Context: an optimization exercise on an open-source flow, tuned for small area, a short achievable clock period and few clock cycles. The choices shown serve that exercise and are no tape-out recipe.
RTL that was checked went through simulation tests only; none was proved equivalent to the original.
Function not checked in runs 1, 4 and 5: the RTL went through the layout flow alone.

### flow/constraint.sdc
create_clock -name core_clock -period 33.0 [get_ports {clk}]
set_input_delay 6.6000 -clock core_clock [delete_from_list [all_inputs] [get_ports {clk}]]
set_output_delay 6.6000 -clock core_clock [all_outputs]
set_load 0.01 [all_outputs]
### flow/flow/abc.script
strash
&get -n
&fraig -x
&put
scorr
dc2
strash
&get -n
&dch -f
&nf
&put
topo
stime -c
### flow/flow/run.sh
#!/bin/bash
set -euo pipefail
WORK=$(pwd)
rm -rf "$WORK/scripts_abc"
mkdir -p "$WORK/scripts_abc"
cp -r "$FLOW_HOME/scripts/." "$WORK/scripts_abc/"
cp "$WORK/flow/abc.script" "$WORK/scripts_abc/abc_speed.script"
bash "$WORK/standard.sh" SCRIPTS_DIR="$WORK/scripts_abc" ADDER_MAP_FILE= finish > "$WORK/flow_make.log" 2>&1
### flow/config.mk
export PLATFORM = sky130hd
export DESIGN_NAME = SW
export DESIGN_NICKNAME = SW
export VERILOG_FILES = /design/flow/design.v
export SDC_FILE = /design/flow/constraint.sdc
export NUM_CORES = 4
export LEC_CHECK = 0
export CAP_MARGIN = 20
export CORE_MARGIN = 2
export CORE_UTILIZATION = 40
export SLEW_MARGIN = 20
### flow/design.v
module SW #(parameter WIDTH_SCORE = 8, parameter WIDTH_POS_REF = 7, parameter WIDTH_POS_QUERY = 6)
       (
           input           clk,
           input           reset,
           input           valid,
           input [1:0]     data_ref,
           input [1:0]     data_query,
           output          finish,
           output [WIDTH_SCORE - 1:0]   max,
           output [WIDTH_POS_REF - 1:0]   pos_ref,
           output [WIDTH_POS_QUERY - 1:0]   pos_query
       );
localparam NQ = 48;
localparam K  = 4;                  
localparam P  = NQ / K;             
localparam D0 = 50 - P;             
localparam DL = D0 + P - 1;         
localparam FIN = DL + 65;           
function integer hw;                
    input integer v;
    integer b;
    begin
        b = 0;
        while ((1 << b) <= v) b = b + 1;
        hw = b;
    end
endfunction
reg [6:0] cnt;                      
reg       run;
reg       fin;
wire      go = valid | run;
always @(posedge clk or posedge reset)
begin
    if (reset) begin
        cnt <= 7'd0;
        run <= 1'b0;
        fin <= 1'b0;
    end
    else begin
        run <= go;
        if (go && cnt != FIN)
            cnt <= cnt + 7'd1;
        fin <= (cnt == FIN - 1);
    end
end
assign finish = fin;
reg [1:0] q_in;
reg [2*D0-1:0] rline;               
always @(posedge clk)
begin
    q_in  <= data_query;
    rline <= {rline[2*D0-3:0], data_ref};
end
reg  [7*NQ-1:0] Hr;                 
reg  [NQ-1:0]   eIr;
reg  [2*NQ-1:0] Qr;
wire [3*NQ-1:0] DWw;                
reg  [7*P-1:0]  Hdiag;              
reg  [3*P-1:0]  DWr;                
reg  [2*P-1:0]  Rr;                 
wire [2*P-1:0]  Rin;                
reg  [7*P-1:0]  Mr;                 
reg  [6*P-1:0]  Jr;                 
reg  [6:0] best;
reg  [6:0] best_r;
reg  [5:0] best_q;
genvar p, c;
generate
for (p = 0; p < P; p = p + 1) begin : pe
    wire clr = (cnt == D0 + p - 1);
    wire ld  = (cnt >= p*K + 1) && (cnt <= p*K + K);
    if (p == 0) begin : r0
        assign Rin[1:0] = rline[2*D0-1:2*D0-2];
    end
    else begin : rn
        assign Rin[2*p+:2] = Rr[2*(p-1)+:2];
    end
    always @(posedge clk) begin
        Rr[2*p+:2] <= Rin[2*p+:2];
        DWr[3*p+:3] <= DWw[3*(p*K+K-1)+:3];
    end
    if (p > 0) begin : hd
        always @(posedge clk)
            Hdiag[7*p+:7] <= Hr[7*(p*K-1)+:7];
    end
    for (c = 0; c < K; c = c + 1) begin : col
        localparam j = p*K + c;
        localparam W = hw(2*(j+1));
        wire [6:0] hup = Hr[7*j+:7];
        wire [6:0] diag;
        wire [2:0] dw;
        if (c == 0) begin : c0
            if (p == 0) begin : p0
                assign diag = 7'd0;
                assign dw   = 3'd2;
            end
            else begin : pn
                assign diag = Hdiag[7*p+:7];
                assign dw   = DWr[3*(p-1)+:3];
            end
        end
        else begin : cn
            assign diag = Hr[7*(j-1)+:7];
            assign dw   = DWw[3*(j-1)+:3];
        end
        wire [2:0] u   = hup[2:0] - diag[2:0] + 3'd2;
        wire [2:0] iu  = u + eIr[j];
        wire       z   = (diag == 7'd0);
        wire       mt  = (Rin[2*p+:2] == Qr[2*j+:2]);
        wire [2:0] e;
        assign e[2] = mt | iu[2] | z;
        assign e[1] = mt | (iu[2] ? iu[1] : ~z);
        assign e[0] = mt ? (&iu) : (iu[2] ? iu[0] : ~z);
        wire [2:0] ea  = mt     ? ((&iu) ? 3'd1 : 3'd6 - u) :
                         iu[2]  ? {2'b00, eIr[j]} :
                         z      ? 3'd4 - u : 3'd3 - u;
        wire [2:0] eb  = 3'd1 - u;               
        wire [6:0] he  = diag + {{5{~e[2]}}, e[1:0]};     
        wire [6:0] hd  = diag + {{5{~dw[2]}}, dw[1:0]};   
        wire       ge  = (dw >= e);
        wire [2:0] r4  = ge ? dw : e;            
        wire [6:0] h   = ge ? hd : he;
        assign DWw[3*j+:3] = ge ? dw + eb : ea;
        always @(posedge clk) begin
            Hr[7*j+:7] <= clr ? 7'd0 : {{(7-W){1'b0}}, h[W-1:0]};
            eIr[j]     <= clr ? 1'b0 : (iu == r4);
            if (ld)
                Qr[2*j+:2] <= (c == K-1) ? q_in : Qr[2*(j+1)+:2];
        end
    end
    wire [7*(K+1)-1:0] mv;
    wire [6*(K+1)-1:0] jv;
    if (p == 0) begin : m0
        assign mv[6:0] = 7'd0;
        assign jv[5:0] = 6'd0;
    end
    else begin : mn
        assign mv[6:0] = Mr[7*(p-1)+:7];
        assign jv[5:0] = Jr[6*(p-1)+:6];
    end
    for (c = 0; c < K; c = c + 1) begin : mc
        wire [6:0] hc = Hr[7*(p*K+c)+:7];
        wire       gt = (hc > mv[7*c+:7]);
        assign mv[7*(c+1)+:7] = gt ? hc : mv[7*c+:7];
        assign jv[6*(c+1)+:6] = gt ? (p*K + c + 1) : jv[6*c+:6];
    end
    if (p < P-1) begin : mreg
        localparam WM = hw(2*(p*K+K));
        always @(posedge clk) begin
            Mr[7*p+:7] <= {{(7-WM){1'b0}}, mv[7*K+:WM]};
            Jr[6*p+:6] <= jv[6*K+:6];
        end
    end
    else begin : mlast
        wire en = (cnt >= DL + 1) && (cnt <= DL + 64);
        always @(posedge clk or posedge reset) begin
            if (reset) begin
                best   <= 7'd0;
                best_r <= 7'd0;
                best_q <= 6'd0;
            end
            else if (en && mv[7*K+:7] > best) begin
                best   <= mv[7*K+:7];
                best_q <= jv[6*K+:6];
                best_r <= cnt - DL;
            end
        end
    end
end
endgenerate
assign max       = {1'b0, best};
assign pos_ref   = best_r;
assign pos_query = best_q;
endmodule
### flow/standard.sh
#!/bin/bash
# synth_recipe.tcl (not shown) runs the flow's synth.tcl, then flattens the netlist and writes it again
# the make line also repeats each setting of config.mk as NAME=value (left out here)
make -C /OpenROAD-flow-scripts/flow DESIGN_CONFIG=/design/flow/config.mk WORK_HOME=/design/flow/orfs CLKGATE_MAP_FILE= SYNTH_SCRIPT=/design/flow/synth_recipe.tcl "${@:-finish}"
==> reports/results.txt, run 1 <==
Least-Margin Pin Slew: 1.17 ns
F_max: 104 MHz
Synth top area cells: dfxtp_1 24%, xnor2_1 12%, a21oi_1 5.9%
H-tree depth: 3
Tot GR Track Use: 0.197
Post-DR vias/cell: 5.49
Register area share after synthesis: 0.308
Synth-to-Final Area Change: 10.9%
Distinct cell type count after synthesis: 75
WS Path Type: reg -> reg
Layout cells sized above 1: 0.0271
Critical path startpoint category: flip-flop
Layout net count: 6955
Die Area: 0.137 mm²
Top FF cell, synth: dfxtp_1
Wire per inst: 15.8 µm
TritonCTS clock tree: built
Syn avg cell area: 7.90 µm²
Crit path DAT: 10.21 ns
Setup ws final: 23.34 ns
Post-CTS Setup Inserts: 0
IO buf count: 27
Synthesized cell area: 0.0538 mm²
Clk_skew: 0.0253 ns
Final hold slack: 0.319 ns
Synthesized Nets: 6820
Synth Instances: 6813
# resized after CTS: 0
Yosys top cell area share: 0.241
Clock Sinks: 772
Synthesized flop and latch total: 772
Final Instance Count excl. Fillers: 8791
IO Count: 29
Ys async rst share: 0.0376
Final Max Slew Viols: 0
Core area: 0.133 mm²
Outcome: timing/DRC/antenna clean
Antenna-violating nets left: 0
CTS root buffer: clkbuf_16
WP data required: 33.55 ns
FILL cells: 13.3k
Drt drc: 0
Max clock buf depth: 3
CTS Hold Bufs: 0
Number of synthesized flops with an enable pin: 96
Clock latency (worst-skew pair): 0.68 ns
HP Class: reg -> reg
Vias in the first global route: 45.0k
RSZ-0062 raised after global routing: false
Placer Congestion: 0.885
Die W: 371 µm
Row cnt: 134
DP Worst Slack: 22.84 ns
Placed cells: 8625
Detailed-route via count: 48.3k
Reg clk slew, reported paths: 0.06 ns
Max_slew headroom: 0.210
Initial antenna violation count: 3
Final hold violation count: 0
Synth area leader: dfxtp_1
Number of DRC markers in iteration 0: 3380
Largest net degree at the start of global routing: 30
TNS Setup: 0 ns
Max_cap viols: 0
Period minus WS final: 9.66 ns
Die Y: 371 µm
CP Max Fanout: 15
Synth warn: 1
Initial Utilization: 0.403
HPWL Detailed: 106000 µm
CP endpoint kind: flip-flop
WL final: 139000 µm
Setup Viol. Count Final: 0
First-pass GRT wire length: 228000 µm
Final period utilization: 0.293
Initial DRT Pass Iterations: 6
Cts bufs inserted: 89
Total gr overflow: 0
## synthesized netlist by cell type (96+ instances only)
| cell type | instances |
|---|---|
| a21oi_1 | 637 |
| clkinv_1 | 307 |
| nor2_1 | 786 |
| o22ai_1 | 119 |
| edfxtp_1 | 96 |
| nor3_1 | 191 |
| xor2_1 | 345 |
| mux2i_1 | 226 |
| nor2b_1 | 115 |
| and2_0 | 110 |
| dfxtp_1 | 647 |
| xnor2_1 | 741 |
| o21ai_0 | 600 |
| nand2_1 | 627 |
## state kept, by name, indices dropped and copies added (netlist names)
signal     flops
Hr           279
Qr            96
rline         76
Hdiag         66
Mr            66
Jr            55
eIr           48
pe.col.dw     33
Rin           22
best           7
best_r         7
cnt            7
best_q         6
q_in           2
fin            1
run            1
## placed cells by master, fill, tap and decap left out, drive strengths merged, types with 25 or more instances in the layout
cell and instances:
a211oi 55, a21o 43, a21oi 637, a22oi 70
a31oi 42, and2 110, and3 36, clkbuf 116
clkdlybuf4s50 27, clkinv 327, dfrtp 29, dfxtp 647
edfxtp 96, maj3 95, mux2 71, mux2i 226
nand2 627, nand2b 95, nand3 83, nor2 786
nor2b 115, nor3 191, nor4 48, o211ai 36
o21a 48, o21ai 600, o21bai 26, o221ai 25
o22ai 119, o31ai 27, or2 60, or3 25
or4 27, xnor2 741, xor2 345
## kinds of logic after synthesis
family	count (synthesis)	synth area share
xor+xnor	1094	0.180
compound gates	1973	0.221
buf+inv	312	0.0218
fa+ha+maj	95	0.0177
simple gates	2269	0.194
flops	772	0.308
mux	297	0.0569
other cells	1	0.0000697
## worst max-delay path: stages, from the launching register on
cell and delay (ns):
dfxtp_1 0.62, clkinv_1 0.12, a2111oi_0 0.73, o31a_1 0.27, o21a_1 0.16, o21ai_0 0.32, mux2_1 0.46, a2111oi_0 0.55
nand2_1 0.14, or4_1 0.61, and3_1 0.24, o21ai_0 0.22, nor4bb_1 0.43, o2111ai_1 0.36, a22oi_1 0.64, nand2_1 0.15
a311oi_1 0.48, nand2_1 0.14, o2bb2ai_2 0.55, mux2i_1 0.23, a211o_1 0.33, a222oi_1 0.29, o21ai_0 0.17, a21oi_2 0.61
buf_4 0.35, mux2_1 0.35
## cell type report
cell class                 instances  area [µm²]  share of cell area
sequential                       772       16600               0.277
inverter                         307        1150              0.0193
clock buffer                     116        2500              0.0420
clock inverter                    49         643              0.0108
antenna                            1        2.50           0.0000419
timing repair buffer              49         435             0.00730
tap                             1768        2210              0.0371
multi-input combinational       5729       36200               0.606
## metrics by stage
stage          area (µm²)  utilization
4_1_cts             59600        0.447
2_1_floorplan       53800            -
5_1_grt             59700        0.447
6_report            59700        0.447
3_5_place_dp        56500        0.423
3_3_place_gp        56500        0.423
## metal layers
metal / up-vias / routed length, µm / part of all wire / GRT usage
met5: - / 0 / 0 / 0
li1: 24647 / - / - / -
met1: 22469 / 65400 / 0.47 / 0.263
met4: 0 / 3240 / 0.023 / 0.0533
met3: 176 / 5980 / 0.043 / 0.0256
met2: 1001 / 64500 / 0.46 / 0.332
## path summary, 6_finish.rpt
kind,start,endpoint,slack (ns),cells past startpoint
worst max-delay path,Hr[308]$_SDFF_PP0_,best_q[4]$_DFFE_PP0P_,23.34,25
worst min-delay path,rline[63]$_DFF_P_,rline[65]$_DFF_P_,0.32,0
worst max register to register,Hr[308]$_SDFF_PP0_,best_q[4]$_DFFE_PP0P_,23.34,25
worst min register to register,rline[63]$_DFF_P_,rline[65]$_DFF_P_,0.32,0
max in group asynchronous,reset,cnt[6]$_DFFE_PP0P_,26.37,2
min in group asynchronous,reset,best[3]$_DFFE_PP0P_,6.28,2
==> run 2, diff against run 1 <==
--- a/flow/design.v
+++ b/flow/design.v
@@ -12,5 +12,5 @@
        );
 localparam NQ = 48;
-localparam K  = 4;                  
+localparam K  = 3;                  
 localparam P  = NQ / K;             
 localparam D0 = 50 - P;             
--- a/flow/config.mk
+++ b/flow/config.mk
@@ -9,3 +9,5 @@
 export CORE_MARGIN = 2
 export CORE_UTILIZATION = 40
+export CTS_CLUSTER_DIAMETER = 100
+export CTS_CLUSTER_SIZE = 30
 export SLEW_MARGIN = 20
==> run 2 against run 1 <==
Die area grew 1.5%. Highest routed layer is now met5. Largest cell class unchanged. Critical path type is now reg -> out. Synthesized cell count down 0.26%. Critical endpoint is now pos_ref[2]. Sequential share of layout area increased by 2.8 points. Maximum frequency increased by 16%.
==> reports/results.txt, run 2 <==
Layout net count: 6891 (-0.92%)
Clock latency (worst-skew pair): 0.66 ns (-0.02 ns)
Register area share after synthesis: 0.329 (+0.0215)
TNS Setup: 0 ns (unchanged)
F_max: 120 MHz (+16%)
Synth Instances: 6795 (-0.26%)
Synthesized Nets: 6802 (-0.26%)
Slowest CP cell: clkdlybuf4s50_1
Final Max Slew Viols: 0 (unchanged)
Crit-path max cell delay: 0.73 ns (about the same)
Setup ws final: 24.66 ns (+1.31 ns)
Period minus WS final: 8.34 ns (-1.31 ns)
Clock Sinks: 843 (+9.2%)
First-pass GRT wire length: 221000 µm (-3.1%)
Largest register FFs: 279 (unchanged)
Least-Margin Pin Slew: 1.25 ns (+0.0806 ns)
Row cnt: 135 (+0.75%)
Initial Utilization: 0.403 (about the same)
Max clock buf depth: 3 (unchanged)
Final hold violation count: 0 (unchanged)
Final core utilization: 0.434 (-0.0133)
# resized after CTS: 0 (unchanged)
Ys async rst share: 0.0344 (-0.00316)
Final period utilization: 0.253 (-0.0398)
Ant diodes: 0 (-1)
Largest net degree at the start of global routing: 32 (+6.7%)
HPWL Detailed: 103000 µm (-2.3%)
Setup Viol. Count Final: 0 (unchanged)
WL final: 134000 µm (-3.4%)
DP Worst Slack: 24.71 ns (+1.87 ns)
Final Instance Count excl. Fillers: 8697 (-1.1%)
Number of synthesized flops with an enable pin: 96 (unchanged)
Die W: 374 µm (+0.74%)
Vias in the first global route: 43.4k (-3.5%)
Core area: 0.135 mm² (+1.5%)
Synth top area cells: dfxtp_1 26%, xnor2_1 12%, xor2_1 5.6%
Number of DRC markers in iteration 0: 3498 (+3.5%)
Outcome: timing/DRC/antenna clean
Top FF cell, synth: dfxtp_1
CTS Hold Bufs: 0 (unchanged)
Largest regs: Hr (279), Qr (96)
Placer Congestion: 0.902 (+1.9%)
IO buf count: 27 (unchanged)
Synthesized cell area: 0.0546 mm² (+1.5%)
Max_cap viols: 0 (unchanged)
Placed cells: 8620 (-0.058%)
RSZ-0062 raised after global routing: false
Tot GR Track Use: 0.185 (-0.0121)
Cell Chain, Critical Path: clkdlybuf4s50_1
Largest Register: Hr
Leading cell types in the layout, fill and taps excluded: 813 x nor2_1, 772 x xnor2_1, 718 x dfxtp_1
Crit path DAT: 1.74 ns (-8.47 ns)
Post-CTS Setup Inserts: 0 (unchanged)
Total gr overflow: 0 (unchanged)
Syn avg cell area: 8.04 µm² (+1.8%)
IO Count: 29 (unchanged)
HP Class: reg -> reg
Synthesized flop and latch total: 843 (+9.2%)
TritonCTS clock tree: built
Critical path's top delay family: buffers and inverters
WP data required: 26.40 ns (-7.15 ns)
Clk_skew: 0.0443 ns (+0.0190 ns)
H-tree depth: 2 (-1)
Cts bufs inserted: 43 (-52%)
Drt drc: 0 (unchanged)
Die Y: 374 µm (+0.74%)
Synth warn: 1 (unchanged)
Initial antenna violation count: 3 (unchanged)
Wire per inst: 15.4 µm (-2.4%)
Top-count cell post-synth: nor2_1
WP buf/inv: 1 (-1)
Critical path startpoint category: flip-flop
CP endpoint kind: output port
Distinct cell type count after synthesis: 73 (-2.7%)
Detailed-route via count: 47.2k (-2.3%)
Initial DRT Pass Iterations: 6 (unchanged)
Die Area: 0.140 mm² (+1.5%)
Reg clk slew, reported paths: 0.10 ns (+0.04 ns)
Antenna-violating nets left: 0 (unchanged)
CTS root buffer: clkbuf_16
Layout cells sized above 1: 0.0136 (-0.0135)
Synth-to-Final Area Change: 7.62%
WS Path Type: reg -> out
FILL cells: 13.5k (+0.91%)
Yosys top cell area share: 0.263 (+0.0225)
Post-synth top cells: 815 x nor2_1, 772 x xnor2_1, 718 x dfxtp_1
Post-DR vias/cell: 5.43 (-1.2%)
Synth area leader: dfxtp_1
CP Max Fanout: 2 (-13)
Most common cell after layout, fill and taps aside: nor2_1
Max_slew headroom: 0.157 (-0.0535)
==> run 2: changes by cell type after synthesis, sizes merged, moves of 29 or more <==
cell / delta
a21oi: -30
clkinv: -46
dfxtp: +71
maj3: +30
nand2: +42
nor2: +29
o21ai: -36
xnor2: +31
==> run 2: final cells by class <==
class | count | area [µm²] | share of cell area
Clock buffer | 50 | 1110 | 0.0189
Clock inverter | 27 | 398 | 0.00677
Inverter | 261 | 980 | 0.0167
Multi-Input combinational cell | 5690 | 35700 | 0.607
Sequential cell | 843 | 18000 | 0.306
Tap cell | 1781 | 2230 | 0.0379
Timing Repair Buffer | 45 | 405 | 0.00690
==> run 2: metal layers <==
| layer | global-route usage | routed length, µm |
|---|---|---|
| met1 | 0.249 | 64200 |
| met2 | 0.317 | 62900 |
| met3 | 0.0160 | 4300 |
| met4 | 0.0461 | 2990 |
| met5 | 0 | 20 |
==> run 2: cells by family (layout without fill, tap and decap cells) <==
kind of cell | after synthesis | count (layout) | synth area share
xor gates and xnor gates | 1123 | 1123 | 0.180
AOI/OAI and AO/OA | 1844 | 1844 | 0.202
buffers and inverters | 262 | 383 | 0.0181
other | 1 | 1 | 0.0000687
adders and majority gates | 125 | 125 | 0.0229
DFF | 843 | 843 | 0.329
and+or+nand+nor | 2319 | 2319 | 0.195
muxes | 278 | 278 | 0.0525
==> run 2: final timing paths <==
kind / startpoint / end / slack, ns / cells after the start
setup / recovery: best_r[2]$_DFFE_PP0P_ / pos_ref[2] / 24.66 / 1
hold / removal: rline[12]$_DFF_P_ / rline[14]$_DFF_P_ / 0.32 / 0
setup reg to reg: Hr[316]$_SDFF_PP0_ / best_r[6]$_DFFE_PP0P_ / 25.13 / 22
hold reg to reg: rline[12]$_DFF_P_ / rline[14]$_DFF_P_ / 0.32 / 0
max in group asynchronous: reset / cnt[1]$_DFFE_PP0P_ / 26.30 / 3
min in group asynchronous: reset / best_q[2]$_DFFE_PP0P_ / 6.33 / 3
==> run 2: per-stage QoR <==
step                      hold slack [ns]  instance area [µm²]
after floorplan                     0.310                54600
after global placement              0.312                57300
after detailed placement            0.312                57300
after CTS                           0.307                58800
after global routing                0.310                58800
final                               0.316                58800
Testbench counts of run 2, summed over its fixed seeds: cycles 22,264.
==> run 3, diff against run 2 <==
--- a/flow/config.mk
+++ b/flow/config.mk
@@ -9,5 +9,3 @@
 export CORE_MARGIN = 2
 export CORE_UTILIZATION = 40
-export CTS_CLUSTER_DIAMETER = 100
-export CTS_CLUSTER_SIZE = 30
 export SLEW_MARGIN = 20
==> run 3 against run 2 <==
Register-to-register slack improved by 0.03 ns. Worst setup slack improved by 0.018 ns. Highest routed layer is now met4.
==> reports/results.txt, run 3 <==
Outcome: timing/DRC/antenna clean
Synth Instances: 6795 (unchanged)
Synth-to-Final Area Change: 11.0%
DP Worst Slack: 24.71 ns (unchanged)
TNS Setup: 0 ns (unchanged)
Synth area leader: dfxtp_1
Vias in the first global route: 44.2k (+1.7%)
CTS Hold Bufs: 0 (unchanged)
Post-synth top cells: 815 x nor2_1, 772 x xnor2_1, 718 x dfxtp_1
Least-Margin Pin Slew: 1.18 ns (-0.0720 ns)
Top Layer Used: met4
Register area share after synthesis: 0.329 (unchanged)
Die Y: 374 µm (unchanged)
Top-count cell post-synth: nor2_1
Ys async rst share: 0.0344 (unchanged)
HP Class: reg -> reg
Tot GR Track Use: 0.188 (+0.00330)
Detailed-route via count: 47.8k (+1.3%)
CP endpoint kind: output port
Placer Congestion: 0.902 (unchanged)
Max_slew headroom: 0.205 (+0.0484)
Drt drc: 0 (unchanged)
Setup Viol. Count Final: 0 (unchanged)
Hold path cells: 0 (unchanged)
Max clock buf depth: 3 (unchanged)
Antenna-violating nets left: 0 (unchanged)
Largest net degree at the start of global routing: 30 (-6.3%)
Clk_skew: 0.0304 ns (-0.0139 ns)
Placed cells: 8620 (unchanged)
Critical path's top delay family: buffers and inverters
H-tree depth: 3 (+1)
RSZ-0062 raised after global routing: false
Worst R2R Path Depth: 22 (unchanged)
Cts bufs inserted: 94 (+120%)
Critical path startpoint category: flip-flop
Post-CTS Setup Inserts: 0 (unchanged)
Final Max Slew Viols: 0 (unchanged)
Post-Layout Inst Area: 0.0606 mm² (+3.2%)
Metal-1 WL: 64300 µm (+0.18%)
Crit path DAT: 1.72 ns (-0.02 ns)
Largest regs: Hr (279), Qr (96)
Post-DR vias/cell: 5.43 (+0.11%)
Initial DRT Pass Iterations: 5 (-1)
Clock latency (worst-skew pair): 0.70 ns (+0.04 ns)
Multi-input logic area: 0.0357 mm² (about the same)
Most common cell after layout, fill and taps aside: nor2_1
IO Count: 29 (unchanged)
Reg clk slew, reported paths: 0.06 ns (-0.04 ns)
Metal3 WL: 5460 µm (+27%)
Seq. cell area: 0.0180 mm² (unchanged)
WP buf/inv: 1 (unchanged)
F_max: 120 MHz (+0.22%)
WP data required: 26.40 ns (about the same)
Final period utilization: 0.252 (-0.000545)
Layout net count: 6943 (+0.75%)
Final hold slack: 0.321 ns (+0.00531 ns)
Slowest CP cell: clkdlybuf4s50_1
IO buf count: 27 (unchanged)
Number of synthesized flops with an enable pin: 96 (unchanged)
FILL cells: 13.3k (-1.4%)
Period minus WS final: 8.32 ns (-0.0180 ns)
Leading cell types in the layout, fill and taps excluded: 814 x nor2_1, 772 x xnor2_1, 718 x dfxtp_1
Layout cells sized above 1: 0.0255 (+0.0119)
Cell Chain, Critical Path: clkdlybuf4s50_1
Metal2 WL: 63500 µm (+1.1%)
Number of DRC markers in iteration 0: 3318 (-5.1%)
Initial antenna violation count: 2 (-1)
Yosys top cell area share: 0.263 (unchanged)
Largest Register: Hr
First-pass GRT wire length: 223000 µm (+1.3%)
Placed cell area: 0.0573 mm² (unchanged)
Syn avg cell area: 8.04 µm² (unchanged)
Final Instance Count excl. Fillers: 8797 (+1.1%)
Largest register FFs: 279 (unchanged)
Ant diodes: 0 (unchanged)
Setup ws final: 24.68 ns (+0.0180 ns)
Top FF cell, synth: dfxtp_1
WL final: 136000 µm (+1.6%)
Distinct cell type count after synthesis: 73 (unchanged)
Synthesized cell area: 0.0546 mm² (unchanged)
Final hold violation count: 0 (unchanged)
CP Max Fanout: 2 (unchanged)
Synth top area cells: dfxtp_1 26%, xnor2_1 12%, xor2_1 5.6%
WS Path Type: reg -> out
TritonCTS clock tree: built
Row cnt: 135 (unchanged)
Clock Sinks: 843 (unchanged)
Die W: 374 µm (unchanged)
HPWL Detailed: 103000 µm (unchanged)
Wire per inst: 15.5 µm (+0.42%)
# resized after CTS: 0 (unchanged)
CTS root buffer: clkbuf_16
Total gr overflow: 0 (unchanged)
Die Area: 0.140 mm² (unchanged)
Synthesized Nets: 6802 (unchanged)
Crit-path max cell delay: 0.71 ns (-0.02 ns)
Max_cap viols: 0 (unchanged)
WP depth: 1 (unchanged)
Synthesized flop and latch total: 843 (unchanged)
Initial Utilization: 0.403 (unchanged)
Core area: 0.135 mm² (unchanged)
Synth warn: 1 (unchanged)
## run 3: logic make-up after synthesis
group | Yosys count | share of synthesized area
flops | 843 | 0.329
fa+ha+maj | 125 | 0.0229
other cells | 1 | 0.0000687
buf+inv | 262 | 0.0181
compound gates | 1844 | 0.202
xor+xnor | 1123 | 0.180
simple gates | 2319 | 0.195
mux | 278 | 0.0525
## run 3: layer usage
layer,GRT usage,vias up
met5,0,-
met4,0.0509,0
met3,0.0249,192
met2,0.319,937
met1,0.250,22319
li1,-,24347
## run 3: path summary, 6_finish.rpt
kind | start | to | slack, ns
min in group asynchronous | reset | best_r[3]$_DFFE_PP0P_ | 6.31
min reg2reg | rline[23]$_DFF_P_ | rline[25]$_DFF_P_ | 0.32
max | best_r[2]$_DFFE_PP0P_ | pos_ref[2] | 24.68
max reg2reg | Hr[316]$_SDFF_PP0_ | best_r[6]$_DFFE_PP0P_ | 25.16
max in group asynchronous | reset | best_r[2]$_DFFE_PP0P_ | 26.31
min | rline[23]$_DFF_P_ | rline[25]$_DFF_P_ | 0.32
## run 3: final cells by class
type,count,share of cell area
clock buffers,124,0.0447
clock inverters,52,0.0108
inverters,261,0.0162
multi-input cells,5690,0.588
flip-flops and latches,843,0.297
well taps,1781,0.0367
repair buffers,46,0.00691
## run 3: per-stage QoR
stage               utilization
detailed placement        0.423
global route              0.448
CTS                       0.448
floorplan                     -
global placement          0.423
finish                    0.448
==> run 4, diff against run 3 <==
--- a/flow/design.v
+++ b/flow/design.v
@@ -14,5 +14,5 @@
 localparam K  = 3;                  
 localparam P  = NQ / K;             
-localparam D0 = 50 - P;             
+localparam D0 = 49 - P;             
 localparam DL = D0 + P - 1;         
 localparam FIN = DL + 65;           
@@ -45,9 +45,7 @@
 end
 assign finish = fin;
-reg [1:0] q_in;
 reg [2*D0-1:0] rline;               
 always @(posedge clk)
 begin
-    q_in  <= data_query;
     rline <= {rline[2*D0-3:0], data_ref};
 end
@@ -69,5 +67,5 @@
 for (p = 0; p < P; p = p + 1) begin : pe
     wire clr = (cnt == D0 + p - 1);
-    wire ld  = (cnt >= p*K + 1) && (cnt <= p*K + K);
+    wire ld  = (cnt >= p*K) && (cnt <= p*K + K - 1);
     if (p == 0) begin : r0
         assign Rin[1:0] = rline[2*D0-1:2*D0-2];
@@ -126,5 +124,5 @@
             eIr[j]     <= clr ? 1'b0 : (iu == r4);
             if (ld)
-                Qr[2*j+:2] <= (c == K-1) ? q_in : Qr[2*(j+1)+:2];
+                Qr[2*j+:2] <= (c == K-1) ? data_query : Qr[2*(j+1)+:2];
         end
     end
==> flow/flow/abc.script (replaced) <==
strash
&get -n
&fraig -x
&put
scorr
dc2
strash
&get -n
&dch -f
&nf -R 100
&put
topo
stime -c
==> run 4 against run 3 <==
Count of clock-buffer cells in the layout is 4 higher. Routed wire length is 2.2% lower. Core utilization increased by 0.34 points.
==> reports/results.txt, run 4 <==
Outcome: timing/DRC/antenna clean
H-tree depth: 3 (unchanged)
Synth Instances: 6775 (-0.29%)
Most common cell after layout, fill and taps aside: nor2_1
CTS Hold Bufs: 0 (unchanged)
CP Max Fanout: 2 (unchanged)
IO Count: 29 (unchanged)
Clk_skew: 0.0447 ns (+0.0143 ns)
Synthesized Nets: 6782 (-0.29%)
Die W: 368 µm (-1.3%)
Die Y: 368 µm (-1.3%)
Die Area: 0.136 mm² (-2.7%)
Leading cell types in the layout, fill and taps excluded: 898 x nor2_1, 742 x nand2_1, 714 x dfxtp_1
WP data required: 26.40 ns (about the same)
CTS root buffer: clkbuf_16
Synth area leader: dfxtp_1
Yosys top cell area share: 0.269 (+0.00579)
Total gr overflow: 0 (unchanged)
Final Max Slew Viols: 0 (unchanged)
Initial DRT Pass Iterations: 6 (+1)
Largest net degree at the start of global routing: 30 (unchanged)
Layout cells sized above 1: 0.0306 (+0.00512)
Reg clk slew, reported paths: 0.07 ns (about the same)
WL final: 133000 µm (-2.2%)
Cts bufs inserted: 98 (+4.3%)
Final period utilization: 0.259 (+0.00680)
First-pass GRT wire length: 220000 µm (-1.4%)
Top-count cell post-synth: nor2_1
Vias in the first global route: 43.5k (-1.5%)
Synthesized cell area: 0.0531 mm² (-2.7%)
Synth-to-Final Area Change: 11.7%
Clock latency (worst-skew pair): 0.72 ns (+0.02 ns)
WS Path Type: reg -> out
Initial antenna violation count: 3 (+1)
Initial Utilization: 0.404 (+0.000556)
Drt drc: 0 (unchanged)
Antenna-violating nets left: 0 (unchanged)
Synth warn: 1 (unchanged)
TritonCTS clock tree: built
Largest Register: Hr
Critical path startpoint category: flip-flop
Distinct cell type count after synthesis: 73 (unchanged)
WP buf/inv: 1 (unchanged)
Largest register FFs: 279 (unchanged)
Post-DR vias/cell: 5.36 (-1.4%)
Synthesized flop and latch total: 839 (-0.47%)
Ys async rst share: 0.0346 (+0.000164)
Crit path DAT: 1.95 ns (+0.23 ns)
Crit-path max cell delay: 0.87 ns (+0.16 ns)
Max clock buf depth: 3 (unchanged)
Post-CTS Setup Inserts: 0 (unchanged)
FILL cells: 13.0k (-2.3%)
# resized after CTS: 0 (unchanged)
Tot GR Track Use: 0.192 (+0.00354)
Max_cap viols: 0 (unchanged)
Final core utilization: 0.451 (+0.00340)
Least-Margin Pin Slew: 1.04 ns (-0.138 ns)
TNS Setup: 0 ns (unchanged)
Core area: 0.132 mm² (-2.8%)
HPWL Detailed: 100000 µm (-2.7%)
Wire per inst: 15.2 µm (-2.0%)
Number of synthesized flops with an enable pin: 96 (unchanged)
Critical path's top delay family: buffers and inverters
Post-synth top cells: 900 x nor2_1, 742 x nand2_1, 714 x dfxtp_1
Period minus WS final: 8.55 ns (+0.224 ns)
IO buf count: 27 (unchanged)
Max_slew headroom: 0.301 (+0.0957)
Clock Sinks: 839 (-0.47%)
Largest regs: Hr (279), Qr (96)
HP Class: reg -> reg
Top FF cell, synth: dfxtp_1
Syn avg cell area: 7.84 µm² (-2.4%)
Final hold violation count: 0 (unchanged)
CP endpoint kind: output port
RSZ-0062 raised after global routing: false
Setup Viol. Count Final: 0 (unchanged)
Slowest CP cell: clkdlybuf4s50_1
Synth top area cells: dfxtp_1 27%, xnor2_1 12%, xor2_1 6.6%
Row cnt: 133 (-1.5%)
Detailed-route via count: 47.0k (-1.6%)
Number of DRC markers in iteration 0: 3340 (+0.66%)
Cell Chain, Critical Path: clkdlybuf4s50_1
Layout net count: 6942 (-0.014%)
Register area share after synthesis: 0.337 (+0.00762)
Placer Congestion: 0.877 (-2.8%)
F_max: 117 MHz (-2.6%)
[run 4: changes by cell type in the layout (fill, tap and decap cells not counted), sizes merged, moves of 33 or more]
cell   delta
mux2i   -102
xnor2    -66
mux2     -33
nand2    +73
nor2     +85
xor2     +48
o21ai    +41
[run 4: per-stage QoR]
step | worst slack, ns | hold WS [ns] | instance area, µm² | instances
finish | 24.45 | 0.311 | 59400 | 8775
global route | 24.12 | 0.323 | 59400 | 8774
CTS | 24.42 | 0.319 | 59400 | 8773
detailed placement | 24.83 | 0.312 | 55900 | 8589
global placement | 24.90 | 0.311 | 55900 | 8589
floorplan | 25.58 | 0.310 | 53100 | 6775
[run 4: area by class of cell]
class	instances	area [µm²]	area share
inverters	273	1020	0.0173
clock inverters	56	687	0.0116
multi-input cells	5662	34300	0.577
flip-flops and latches	839	17900	0.301
well taps	1755	2200	0.0370
clock buffers	128	2790	0.0470
diodes	1	2.50	0.0000421
repair buffers	61	523	0.00881
[run 4: cell families (layout without fill, tap and decap cells)]
logic type,Yosys count,in the layout,synth area share
simple gates,2435,2435,0.206
other cells,1,2,0.0000706
flops,839,839,0.337
xor+xnor,1105,1105,0.182
compound gates,1874,1874,0.208
mux,143,143,0.0278
buf+inv,274,518,0.0194
fa+ha+maj,104,104,0.0196
[run 4: per-layer routing]
| layer | vias to the layer above | global-route usage | share of wire |
|---|---|---|---|
| met2 | 853 | 0.313 | 0.45 |
| li1 | 24193 | - | - |
| met1 | 21804 | 0.265 | 0.49 |
| met4 | 2 | 0.0435 | 0.019 |
| met5 | - | 0 | 0.000097 |
| met3 | 163 | 0.0288 | 0.041 |
[run 4: worst paths after layout]
check | startpoint | slack, ns | depth (start not counted) | to
max in group asynchronous | reset | 26.28 | 2 | best[2]$_DFFE_PP0P_
min in group asynchronous | reset | 6.29 | 2 | best[3]$_DFFE_PP0P_
worst max register to register | Hr[147]$_SDFF_PP0_ | 25.05 | 27 | Hr[166]$_SDFF_PP0_
worst min-delay path | rline[51]$_DFF_P_ | 0.31 | 0 | rline[53]$_DFF_P_
worst max-delay path | best_r[1]$_DFFE_PP0P_ | 24.45 | 1 | pos_ref[1]
worst min register to register | rline[51]$_DFF_P_ | 0.31 | 0 | rline[53]$_DFF_P_
==> run 5, diff against run 4 <==
--- a/flow/config.mk
+++ b/flow/config.mk
@@ -9,3 +9,5 @@
 export CORE_MARGIN = 2
 export CORE_UTILIZATION = 40
+export CTS_CLUSTER_DIAMETER = 80
+export CTS_CLUSTER_SIZE = 24
 export SLEW_MARGIN = 20
==> run 5 against run 4 <==
Non-clock buffer count unchanged. Hold slack better by 0.012 ns. Die area unchanged. First-iteration DRC count down 6.0%. Synthesized cell count unchanged. Clock skew is 0.0020 ns lower. Count of clock-buffer cells in the layout decreased by 65. Maximum frequency about the same. Via count fell by 0.99%. Worst setup slack worse by 0.0011 ns. Critical path type unchanged. Critical endpoint unchanged.
==> reports/results.txt, run 5 <==
Critical path's top delay family: buffers and inverters
Period minus WS final: 8.55 ns (+0.00110 ns)
Reg clk slew, reported paths: 0.09 ns (+0.02 ns)
Largest register FFs: 279 (unchanged)
Metal-1 WL: 64300 µm (-1.5%)
Largest regs: Hr (279), Qr (96)
Synth Instances: 6775 (unchanged)
Setup ws final: 24.45 ns (-0.00110 ns)
Die Area: 0.136 mm² (unchanged)
Die W: 368 µm (unchanged)
Top-count cell post-synth: nor2_1
Distinct cell type count after synthesis: 73 (unchanged)
FILL cells: 13.1k (+1.0%)
Number of synthesized flops with an enable pin: 96 (unchanged)
Max_cap viols: 0 (unchanged)
Crit-path max cell delay: 0.88 ns (about the same)
Placer Congestion: 0.877 (unchanged)
Cts bufs inserted: 55 (-44%)
Tot GR Track Use: 0.189 (-0.00284)
Drt drc: 0 (unchanged)
Clock latency (worst-skew pair): 0.70 ns (-0.02 ns)
Initial Utilization: 0.404 (unchanged)
IO Count: 29 (unchanged)
Row cnt: 133 (unchanged)
Most common cell after layout, fill and taps aside: nor2_1
TNS Setup: 0 ns (unchanged)
Largest Register: Hr
Core area: 0.132 mm² (unchanged)
Final Max Slew Viols: 0 (unchanged)
IO buf count: 27 (unchanged)
TritonCTS clock tree: built
Max_slew headroom: 0.282 (-0.0186)
Post-DR vias/cell: 5.36 (about the same)
Post-synth top cells: 900 x nor2_1, 742 x nand2_1, 714 x dfxtp_1
Clock Sinks: 839 (unchanged)
Yosys top cell area share: 0.269 (unchanged)
Least-Margin Pin Slew: 1.07 ns (+0.0254 ns)
Vias in the first global route: 43.0k (-1.2%)
CP Max Fanout: 2 (unchanged)
Metal2 WL: 58900 µm (-2.1%)
DP Worst Slack: 24.83 ns (unchanged)
R2R Setup Slk: 25.04 ns (about the same)
Critical path startpoint category: flip-flop
Detailed-route via count: 46.5k (-0.99%)
Hold wc startpoint: rline[1]$_DFF_P_
# resized after CTS: 0 (unchanged)
Number of DRC markers in iteration 0: 3141 (-6.0%)
CTS root buffer: clkbuf_16
Synthesized flop and latch total: 839 (unchanged)
Final core utilization: 0.439 (-0.0119)
WP buf/inv: 1 (unchanged)
Die Y: 368 µm (unchanged)
Cell Chain, Critical Path: clkdlybuf4s50_1
End of the worst hold path: rline[3]$_DFF_P_
HPWL Detailed: 100000 µm (unchanged)
Outcome: timing/DRC/antenna clean
Setup Viol. Count Final: 0 (unchanged)
Top Layer Used: met4
Layout net count: 6899 (-0.62%)
Largest net degree at the start of global routing: 30 (unchanged)
Final period utilization: 0.259 (about the same)
Clk_skew: 0.0427 ns (-0.00200 ns)
Register area share after synthesis: 0.337 (unchanged)
Leading cell types in the layout, fill and taps excluded: 898 x nor2_1, 742 x nand2_1, 714 x dfxtp_1
Layout cells sized above 1: 0.0199 (-0.0107)
WL final: 132000 µm (-0.97%)
Syn avg cell area: 7.84 µm² (unchanged)
Total gr overflow: 0 (unchanged)
Synth top area cells: dfxtp_1 27%, xnor2_1 12%, xor2_1 6.6%
R2R Path End: Hr[166]$_SDFF_PP0_
CTS Hold Bufs: 0 (unchanged)
Max clock buf depth: 3 (unchanged)
F_max: 117 MHz (about the same)
R2R Path Start: Hr[147]$_SDFF_PP0_
Final hold violation count: 0 (unchanged)
Hold path cells: 0 (unchanged)
Antenna-violating nets left: 0 (unchanged)
WP data required: 26.40 ns (about the same)
RSZ-0062 raised after global routing: false
Initial DRT Pass Iterations: 6 (unchanged)
Wire per inst: 15.2 µm (about the same)
H-tree depth: 2 (-1)
Ant diodes: 0 (-1)
Synth area leader: dfxtp_1
HP Class: reg -> reg
Worst R2R Path Depth: 27 (unchanged)
Top FF cell, synth: dfxtp_1
Post-CTS Setup Inserts: 0 (unchanged)
Synth-to-Final Area Change: 8.78%
Synth warn: 1 (unchanged)
Metal3 WL: 5780 µm (+5.3%)
Initial antenna violation count: 3 (unchanged)
First-pass GRT wire length: 217000 µm (-1.3%)
Slowest CP cell: clkdlybuf4s50_1
Ys async rst share: 0.0346 (unchanged)
WS Path Type: reg -> out
Synthesized cell area: 0.0531 mm² (unchanged)
CP endpoint kind: output port
Crit path DAT: 1.95 ns (about the same)
Synthesized Nets: 6782 (unchanged)
run 5: cell counts after synthesis:
Identical to the previous run, type by type.
run 5: layout make-up:
| type | instances | area, µm² | share of cell area |
|---|---|---|---|
| Multi-Input combinational cell | 5662 | 34300 | 0.593 |
| Sequential cell | 839 | 17900 | 0.310 |
| Timing Repair Buffer | 61 | 523 | 0.00905 |
| Inverter | 273 | 1020 | 0.0177 |
| Clock inverter | 38 | 473 | 0.00818 |
| Tap cell | 1755 | 2200 | 0.0380 |
| Clock buffer | 63 | 1440 | 0.0249 |
run 5: kinds of logic after synthesis:
family                     share of synthesized area
AOI/OAI and AO/OA                              0.208
and+or+nand+nor                                0.206
adders and majority gates                     0.0196
xor gates and xnor gates                       0.182
DFF                                            0.337
buffers and inverters                         0.0194
other                                      0.0000706
muxes                                         0.0278
run 5: worst max path at each step:
stage,startpoint,to,slack (ns),depth (start not counted)
2_1_floorplan,valid,cnt[4]$_DFFE_PP0P_,25.58,4
3_3_place_gp,valid,cnt[6]$_DFFE_PP0P_,24.90,6
3_5_place_dp,Hr[316]$_SDFF_PP0_,best_r[2]$_DFFE_PP0P_,24.83,29
4_1_cts,best_r[1]$_DFFE_PP0P_,pos_ref[1],24.43,1
5_1_grt,Hr[294]$_SDFF_PN0_,Hr[314]$_SDFF_PN0_,24.13,32
6_report,best_r[1]$_DFFE_PP0P_,pos_ref[1],24.45,1
run 5: metrics by stage:
step | instance area [µm²] | std cells | hold WS, ns
after floorplan | 53100 | 6775 | 0.310
after global placement | 55900 | 8589 | 0.311
after detailed placement | 55900 | 8589 | 0.312
after CTS | 57800 | 8690 | 0.325
after global routing | 57800 | 8691 | 0.328
final | 57800 | 8691 | 0.323
run 5: per-layer routing:
layer | GRT usage | up-vias
met2 | 0.308 | 771
met1 | 0.261 | 21569
met3 | 0.0256 | 160
met5 | 0 | -
met4 | 0.0507 | 0
li1 | - | 24049
==> run 6, diff against run 5 <==
--- a/flow/design.v
+++ b/flow/design.v
@@ -63,4 +63,7 @@
 reg  [6:0] best_r;
 reg  [5:0] best_q;
+reg  [6:0] o_max;
+reg  [6:0] o_r;
+reg  [5:0] o_q;
 genvar p, c;
 generate
@@ -151,5 +154,9 @@
     end
     else begin : mlast
-        wire en = (cnt >= DL + 1) && (cnt <= DL + 64);
+        wire       en  = (cnt >= DL + 1) && (cnt <= DL + 64);
+        wire       upd = en && (mv[7*K+:7] > best);
+        wire [6:0] nb  = upd ? mv[7*K+:7] : best;
+        wire [5:0] nq  = upd ? jv[6*K+:6] : best_q;
+        wire [6:0] nr  = upd ? cnt - DL   : best_r;
         always @(posedge clk or posedge reset) begin
             if (reset) begin
@@ -158,15 +165,20 @@
                 best_q <= 6'd0;
             end
-            else if (en && mv[7*K+:7] > best) begin
-                best   <= mv[7*K+:7];
-                best_q <= jv[6*K+:6];
-                best_r <= cnt - DL;
+            else begin
+                best   <= nb;
+                best_q <= nq;
+                best_r <= nr;
             end
+        end
+        always @(posedge clk) begin
+            o_max <= nb;
+            o_q   <= nq;
+            o_r   <= nr;
         end
     end
 end
 endgenerate
-assign max       = {1'b0, best};
-assign pos_ref   = best_r;
-assign pos_query = best_q;
+assign max       = {1'b0, o_max};
+assign pos_ref   = o_r;
+assign pos_query = o_q;
 endmodule
--- a/flow/config.mk
+++ b/flow/config.mk
@@ -9,5 +9,5 @@
 export CORE_MARGIN = 2
 export CORE_UTILIZATION = 40
-export CTS_CLUSTER_DIAMETER = 80
-export CTS_CLUSTER_SIZE = 24
+export CTS_CLUSTER_DIAMETER = 100
+export CTS_CLUSTER_SIZE = 30
 export SLEW_MARGIN = 20
==> run 6 against run 5 <==
Critical endpoint is now Hr[124]$_SDFF_PN0_. Count of clock-buffer cells in the layout shrank 9. Register-to-register slack got worse by 0.30 ns. Non-clock buffer count shrank 11. Largest cell class unchanged.
==> reports/results.txt, run 6 <==
Outcome: timing/DRC/antenna clean
Least-Margin Pin Slew: 1.15 ns (+0.0804 ns)
Metal3 WL: 4030 µm (-30%)
Initial antenna violation count: 4 (+1)
Hold path cells: 0 (unchanged)
Ys async rst share: 0.0338 (-0.000805)
IO buf count: 27 (unchanged)
Worst R2R Path Depth: 28 (+3.7%)
First-pass GRT wire length: 217000 µm (about the same)
Row cnt: 134 (+0.75%)
Die Area: 0.137 mm² (+0.55%)
Largest regs: Hr (279), Qr (96)
Tot GR Track Use: 0.187 (-0.00153)
Slowest CP cell: o21ai_0
Synthesized flop and latch total: 859 (+2.4%)
Reg clk slew, reported paths: 0.12 ns (+0.03 ns)
Metal-1 WL: 64300 µm (about the same)
Die W: 370 µm (+0.28%)
Die Y: 370 µm (+0.28%)
Crit path from: Hr[105]$_SDFF_PN0_
Initial Utilization: 0.402 (-0.00177)
H-tree depth: 2 (unchanged)
Post-DR vias/cell: 5.38 (+0.52%)
Crit path DAT: 8.85 ns (+6.90 ns)
Final hold slack: 0.309 ns (-0.0141 ns)
Wire per inst: 15.2 µm (about the same)
Synth warn: 1 (unchanged)
Crit-path max cell delay: 0.70 ns (-0.18 ns)
Layout net count: 6874 (-0.36%)
Max clock buf depth: 3 (unchanged)
Leading cell types in the layout, fill and taps excluded: 843 x nor2_1, 742 x nand2_1, 734 x dfxtp_1
CTS Hold Bufs: 0 (unchanged)
CP endpoint kind: flip-flop
R2R Path Start: Hr[105]$_SDFF_PN0_
# resized after CTS: 0 (unchanged)
Initial DRT Pass Iterations: 7 (+1)
Detailed-route via count: 46.7k (+0.27%)
IO Count: 29 (unchanged)
TNS Setup: 0 ns (unchanged)
Final hold violation count: 0 (unchanged)
Synthesized cell area: 0.0534 mm² (+0.56%)
Largest register FFs: 279 (unchanged)
Vias in the first global route: 42.9k (-0.29%)
Top Layer Used: met4
Distinct cell type count after synthesis: 72 (-1.4%)
WL final: 132000 µm (-0.19%)
Top-count cell post-synth: nor2_1
Post-synth top cells: 843 x nor2_1, 742 x nand2_1, 734 x dfxtp_1
Post-CTS Setup Inserts: 0 (unchanged)
Clock Sinks: 859 (+2.4%)
Final Max Slew Viols: 0 (unchanged)
Most common cell after layout, fill and taps aside: nor2_1
CTS root buffer: clkbuf_16
Max_cap viols: 0 (unchanged)
Metal2 WL: 61800 µm (+4.9%)
Critical path startpoint category: flip-flop
Critical Path End: Hr[124]$_SDFF_PN0_
WS Path Type: reg -> reg
Largest Register: Hr
Core area: 0.133 mm² (+1.0%)
Max_slew headroom: 0.230 (-0.0521)
Register area share after synthesis: 0.342 (+0.00561)
Synth top area cells: dfxtp_1 27%, xnor2_1 11%, xor2_1 6.5%
RSZ-0062 raised after global routing: false
Synth area leader: dfxtp_1
Period minus WS final: 8.26 ns (-0.289 ns)
Number of DRC markers in iteration 0: 3406 (+8.4%)
R2R Path End: Hr[124]$_SDFF_PN0_
Largest net degree at the start of global routing: 36 (+20%)
Placer Congestion: 0.855 (-2.5%)
Layout cells sized above 1: 0.0129 (-0.00699)
Top FF cell, synth: dfxtp_1
CP Max Fanout: 12 (+10)
Final period utilization: 0.250 (-0.00875)
Synthesized Nets: 6783 (+0.015%)
Clk_skew: 0.0454 ns (+0.00273 ns)
WP data required: 33.58 ns (+7.18 ns)
Yosys top cell area share: 0.275 (+0.00599)
Drt drc: 0 (unchanged)
Antenna-violating nets left: 0 (unchanged)
TritonCTS clock tree: built
F_max: 121 MHz (+3.5%)
Setup Viol. Count Final: 0 (unchanged)
Total gr overflow: 0 (unchanged)
Number of synthesized flops with an enable pin: 96 (unchanged)
Most used cell along the critical path: o21ai_0
Clock latency (worst-skew pair): 0.67 ns (-0.03 ns)
HPWL Detailed: 100000 µm (-0.13%)
HP Class: reg -> reg
Cts bufs inserted: 40 (-27%)
Syn avg cell area: 7.89 µm² (+0.55%)
R2R Setup Slk: 24.74 ns (-0.30 ns)
Synth Instances: 6776 (+0.015%)
Synth-to-Final Area Change: 7.55%
==> run 6: kinds of logic after synthesis <==
family / Yosys count / share of synthesized area
DFF: 859 / 0.342
xor gates and xnor gates: 1091 / 0.179
muxes: 159 / 0.0306
AOI/OAI and AO/OA: 1956 / 0.212
other: 1 / 0.0000702
adders and majority gates: 108 / 0.0202
buffers and inverters: 277 / 0.0195
and+or+nand+nor: 2325 / 0.196
==> run 6: final cells by class <==
class                           count  area [µm²]
Fill cell                       13300       75500
Multi-Input combinational cell   5640       34100
Sequential cell                   859       18300
Tap cell                         1768        2210
Clock buffer                       54        1070
Inverter                          276        1040
Timing Repair Buffer               50         439
Clock inverter                     19         267
Antenna cell                        3        7.51
==> run 6: routing by layer <==
layer	vias to the layer above	track usage
met5	-	0
met4	0	0.0362
met3	103	0.0147
met2	732	0.318
met1	21911	0.259
li1	23927	-
==> run 6: worst min path at each step <==
| stage | start | to | slack (ns) |
|---|---|---|---|
| 6_report | rline[57]$_DFF_P_ | rline[59]$_DFF_P_ | 0.31 |
| 3_3_place_gp | rline[48]$_DFF_P_ | rline[50]$_DFF_P_ | 0.31 |
| 4_1_cts | rline[57]$_DFF_P_ | rline[59]$_DFF_P_ | 0.31 |
| 2_1_floorplan | rline[8]$_DFF_P_ | rline[10]$_DFF_P_ | 0.31 |
| 5_1_grt | rline[57]$_DFF_P_ | rline[59]$_DFF_P_ | 0.31 |
| 3_5_place_dp | rline[45]$_DFF_P_ | rline[47]$_DFF_P_ | 0.31 |
==> run 6: through the flow <==
| stage | worst slack [ns] | utilization | cell area [µm²] | cells |
|---|---|---|---|---|
| 2_1_floorplan | 25.41 | - | 53400 | 6776 |
| 3_3_place_gp | 24.64 | 0.422 | 56100 | 8590 |
| 3_5_place_dp | 24.64 | 0.422 | 56100 | 8591 |
| 4_1_cts | 24.76 | 0.432 | 57400 | 8664 |
| 5_1_grt | 23.86 | 0.432 | 57500 | 8666 |
| 6_report | 24.74 | 0.432 | 57500 | 8669 |
==> run 6: critical path: cells and delay by family, from the launching register on <==
kind / cells / cell delay, ns
AOI/OAI and AO/OA: 11 / 2.85
xor gates and xnor gates: 2 / 0.91
adders and majority gates: 5 / 2.03
DFF: 1 / 0.60
muxes: 2 / 0.77
and+or+nand+nor: 8 / 0.99
Testbench counts of run 6, summed over its fixed seeds: cycles 22,072.
==> run 7, diff against run 6 <==
==> flow/flow/abc.script (replaced) <==
strash
&get -n
&fraig -x
&put
scorr
dc2
strash
&get -n
&dch -f
&nf
&put
topo
stime -c
--- a/flow/config.mk
+++ b/flow/config.mk
@@ -9,5 +9,5 @@
 export CORE_MARGIN = 2
 export CORE_UTILIZATION = 40
-export CTS_CLUSTER_DIAMETER = 100
-export CTS_CLUSTER_SIZE = 30
+export CTS_CLUSTER_DIAMETER = 80
+export CTS_CLUSTER_SIZE = 24
 export SLEW_MARGIN = 20
==> run 7 against run 6 <==
Still clean. Worst setup slack better by 0.092 ns. Core utilization up 0.39 points. Routed wire length is 5.2% higher. Cell count grew 3.6%. Global-route usage is 0.091 points higher. Critical endpoint is now finish.
==> reports/results.txt, run 7 <==
Register area share after synthesis: 0.327 (-0.0156)
H-tree depth: 2 (unchanged)
TritonCTS clock tree: built
Clock Sinks: 859 (unchanged)
Synth top area cells: dfxtp_1 26%, xnor2_1 12%, a21oi_1 5.2%
Slowest CP cell: clkdlybuf4s50_1
Vias in the first global route: 45.4k (+5.8%)
HP Class: reg -> reg
Hold path cells: 0 (unchanged)
Synthesized cell area: 0.0560 mm² (+4.8%)
Clock latency (worst-skew pair): 0.69 ns (+0.02 ns)
Syn avg cell area: 8.06 µm² (+2.2%)
R2R Setup Slk: 25.45 ns (+0.71 ns)
Layout net count: 7068 (+2.8%)
Max clock buf depth: 3 (unchanged)
FILL cells: 14.0k (+4.9%)
R2R Path End: Hr[124]$_SDFF_PN0_
Drt drc: 0 (unchanged)
# resized after CTS: 0 (unchanged)
Total gr overflow: 0 (unchanged)
Critical path's top delay family: buffers and inverters
R2R Path Start: Hr[106]$_SDFF_PN0_
Leading cell types in the layout, fill and taps excluded: 757 x nor2_1, 747 x xnor2_1, 734 x dfxtp_1
Max_slew headroom: 0.217 (-0.0127)
WP buf/inv: 1 (+1)
Cts bufs inserted: 52 (+30%)
Critical path startpoint category: flip-flop
Number of synthesized flops with an enable pin: 96 (unchanged)
Initial antenna violation count: 1 (-3)
Period minus WS final: 8.17 ns (-0.0925 ns)
WP data required: 26.40 ns (-7.18 ns)
CTS root buffer: clkbuf_16
Synth warn: 1 (unchanged)
Detailed-route via count: 49.1k (+5.1%)
Final Instance Count excl. Fillers: 8980 (+3.6%)
Die Area: 0.143 mm² (+4.7%)
Synthesized Nets: 6952 (+2.5%)
Initial DRT Pass Iterations: 5 (-2)
Synth-to-Final Area Change: 8.43%
Tot GR Track Use: 0.188 (+0.000906)
CP endpoint kind: output port
IO buf count: 27 (unchanged)
WS Path Type: reg -> out
HPWL Detailed: 106000 µm (+5.9%)
Layout cells sized above 1: 0.0175 (+0.00456)
Least-Margin Pin Slew: 1.16 ns (+0.0143 ns)
First-pass GRT wire length: 228000 µm (+5.1%)
Final hold violation count: 0 (unchanged)
Largest regs: Hr (279), Qr (96)
Final Max Slew Viols: 0 (unchanged)
Crit path DAT: 1.57 ns (-7.28 ns)
End of the worst hold path: rline[9]$_DFF_P_
Crit-path max cell delay: 0.53 ns (-0.17 ns)
TNS Setup: 0 ns (unchanged)
Die W: 378 µm (+2.3%)
Final period utilization: 0.248 (-0.00280)
Top FF cell, synth: dfxtp_1
Largest Register: Hr
Antenna-violating nets left: 0 (unchanged)
Placed cells: 8881 (+3.4%)
Max_cap viols: 0 (unchanged)
Die Y: 378 µm (+2.3%)
Clk_skew: 0.0479 ns (+0.00242 ns)
Hold wc startpoint: rline[7]$_DFF_P_
WL final: 139000 µm (+5.2%)
Post-CTS Setup Inserts: 0 (unchanged)
Initial Utilization: 0.402 (about the same)
IO Count: 29 (unchanged)
CTS Hold Bufs: 0 (unchanged)
Largest register FFs: 279 (unchanged)
Top-count cell post-synth: nor2_1
RSZ-0062 raised after global routing: false
Row cnt: 137 (+2.2%)
Post-synth top cells: 757 x nor2_1, 747 x xnor2_1, 734 x dfxtp_1
Core area: 0.139 mm² (+4.7%)
Cell Chain, Critical Path: clkdlybuf4s50_1
Synthesized flop and latch total: 859 (unchanged)
Synth area leader: dfxtp_1
Synth Instances: 6945 (+2.5%)
Worst R2R Path Depth: 20 (-29%)
Post-DR vias/cell: 5.46 (+1.5%)
Ys async rst share: 0.0338 (unchanged)
Yosys top cell area share: 0.262 (-0.0125)
Largest net degree at the start of global routing: 26 (-28%)
F_max: 122 MHz (+1.1%)
Outcome: timing/DRC/antenna clean
Distinct cell type count after synthesis: 77 (+6.9%)
Number of DRC markers in iteration 0: 3112 (-8.6%)
Most common cell after layout, fill and taps aside: nor2_1
Reg clk slew, reported paths: 0.10 ns (-0.02 ns)
Setup Viol. Count Final: 0 (unchanged)
Placer Congestion: 0.881 (+3.0%)
Wire per inst: 15.5 µm (+1.6%)
CP Max Fanout: 1 (-11)
-- run 7: cell types whose count changed in the layout (fill, tap and decap cells not counted), moves of 43 or more --
cell and change:
xnor2_1 +54, xor2_1 -73, or2_0 +46, o21a_1 +43, mux2i_1 +69, o21ai_0 -117, a21oi_1 -80, nor2_1 -86
nand2_1 -51
-- run 7: cell type report --
cell class | instances | area (µm²) | share of cell area
Tap cell | 1876 | 2350 | 0.0387
Antenna cell | 1 | 2.50 | 0.0000412
Inverter | 309 | 1160 | 0.0191
Timing Repair Buffer | 63 | 558 | 0.00919
Clock buffer | 70 | 1430 | 0.0236
Multi-Input combinational cell | 5776 | 36600 | 0.602
Clock inverter | 26 | 353 | 0.00581
Sequential cell | 859 | 18300 | 0.301
-- run 7: how the worst max path moves through the flow --
stage                                    end          start  cells past startpoint
after floorplan           cnt[5]$_DFFE_PP0P_          valid                      5
after CTS                             finish  fin$_DFF_PP0_                      1
after global placement    cnt[6]$_DFFE_PP0P_          valid                      7
after global routing                  finish  fin$_DFF_PP0_                      1
after detailed placement  cnt[6]$_DFFE_PP0P_          valid                      7
final                                 finish  fin$_DFF_PP0_                      1
-- run 7: stage by stage --
stage / worst slack [ns] / utilization / hold WS (ns) / instance area [µm²]
global route: 24.76 / 0.436 / 0.318 / 60700
floorplan: 25.41 / - / 0.310 / 56000
finish: 24.83 / 0.436 / 0.317 / 60700
detailed placement: 24.78 / 0.423 / 0.312 / 58900
CTS: 24.78 / 0.436 / 0.316 / 60700
global placement: 24.73 / 0.423 / 0.311 / 58900
-- run 7: cell families after synthesis --
group | Yosys count | synth area share
AND/OR/NAND/NOR | 2342 | 0.194
multiplexers | 260 | 0.0480
adder cells (fa/ha/maj) | 104 | 0.0186
other | 1 | 0.0000670
buffers and inverters | 310 | 0.0208
AO/OA/AOI/OAI | 1986 | 0.219
flip-flops | 859 | 0.327
XOR/XNOR | 1083 | 0.172
-- run 7: per-layer routing --
layer,GRT usage,part of all wire
met3,0.0181,0.037
met5,0,0
met2,0.321,0.47
met1,0.256,0.48
met4,0.0407,0.017

static timing again, ports no longer ideal:
How much do the figures lean on ideal ports? The routed layouts below were timed once more, with nothing changed but the port constraints.
Step 1 (the two cells are an assumption about what drives the block):
set clk [get_ports {clk}]
set_driving_cell -lib_cell sky130_fd_sc_hd__clkbuf_16 $clk
set_driving_cell -lib_cell sky130_fd_sc_hd__buf_2 [delete_from_list [all_inputs] $clk]
Step 2 also shifts input and output timing later by t, the mid clock arrival at the registers, as if the neighbouring blocks saw the same clock.
a / b / c = no drivers / after step 1 / after step 2; a / b = the first two.
run	t (ns)	setup slack, ns	slew at the worst register clock pin (ns)
run 1	0.734	23.345 / 23.345 / 23.345	0.07 / 0.07
run 2	0.712	24.658 / 24.586 / 24.737	0.12 / 0.12
run 3	0.762	24.676 / 24.602 / 24.719	0.07 / 0.07
run 4	0.768	24.451 / 24.380 / 24.933	0.07 / 0.07
run 5	0.746	24.450 / 24.379 / 24.933	0.11 / 0.11
run 6	0.728	24.739 / 24.739 / 24.657	0.12 / 0.12
run 7	0.744	24.831 / 24.754 / 24.771	0.10 / 0.10
After both steps setup and hold are still met in every run listed. For run 6, which loses most, drivers alone change the setup slack by 0.000 ns; drivers and shift together by -0.082 ns.
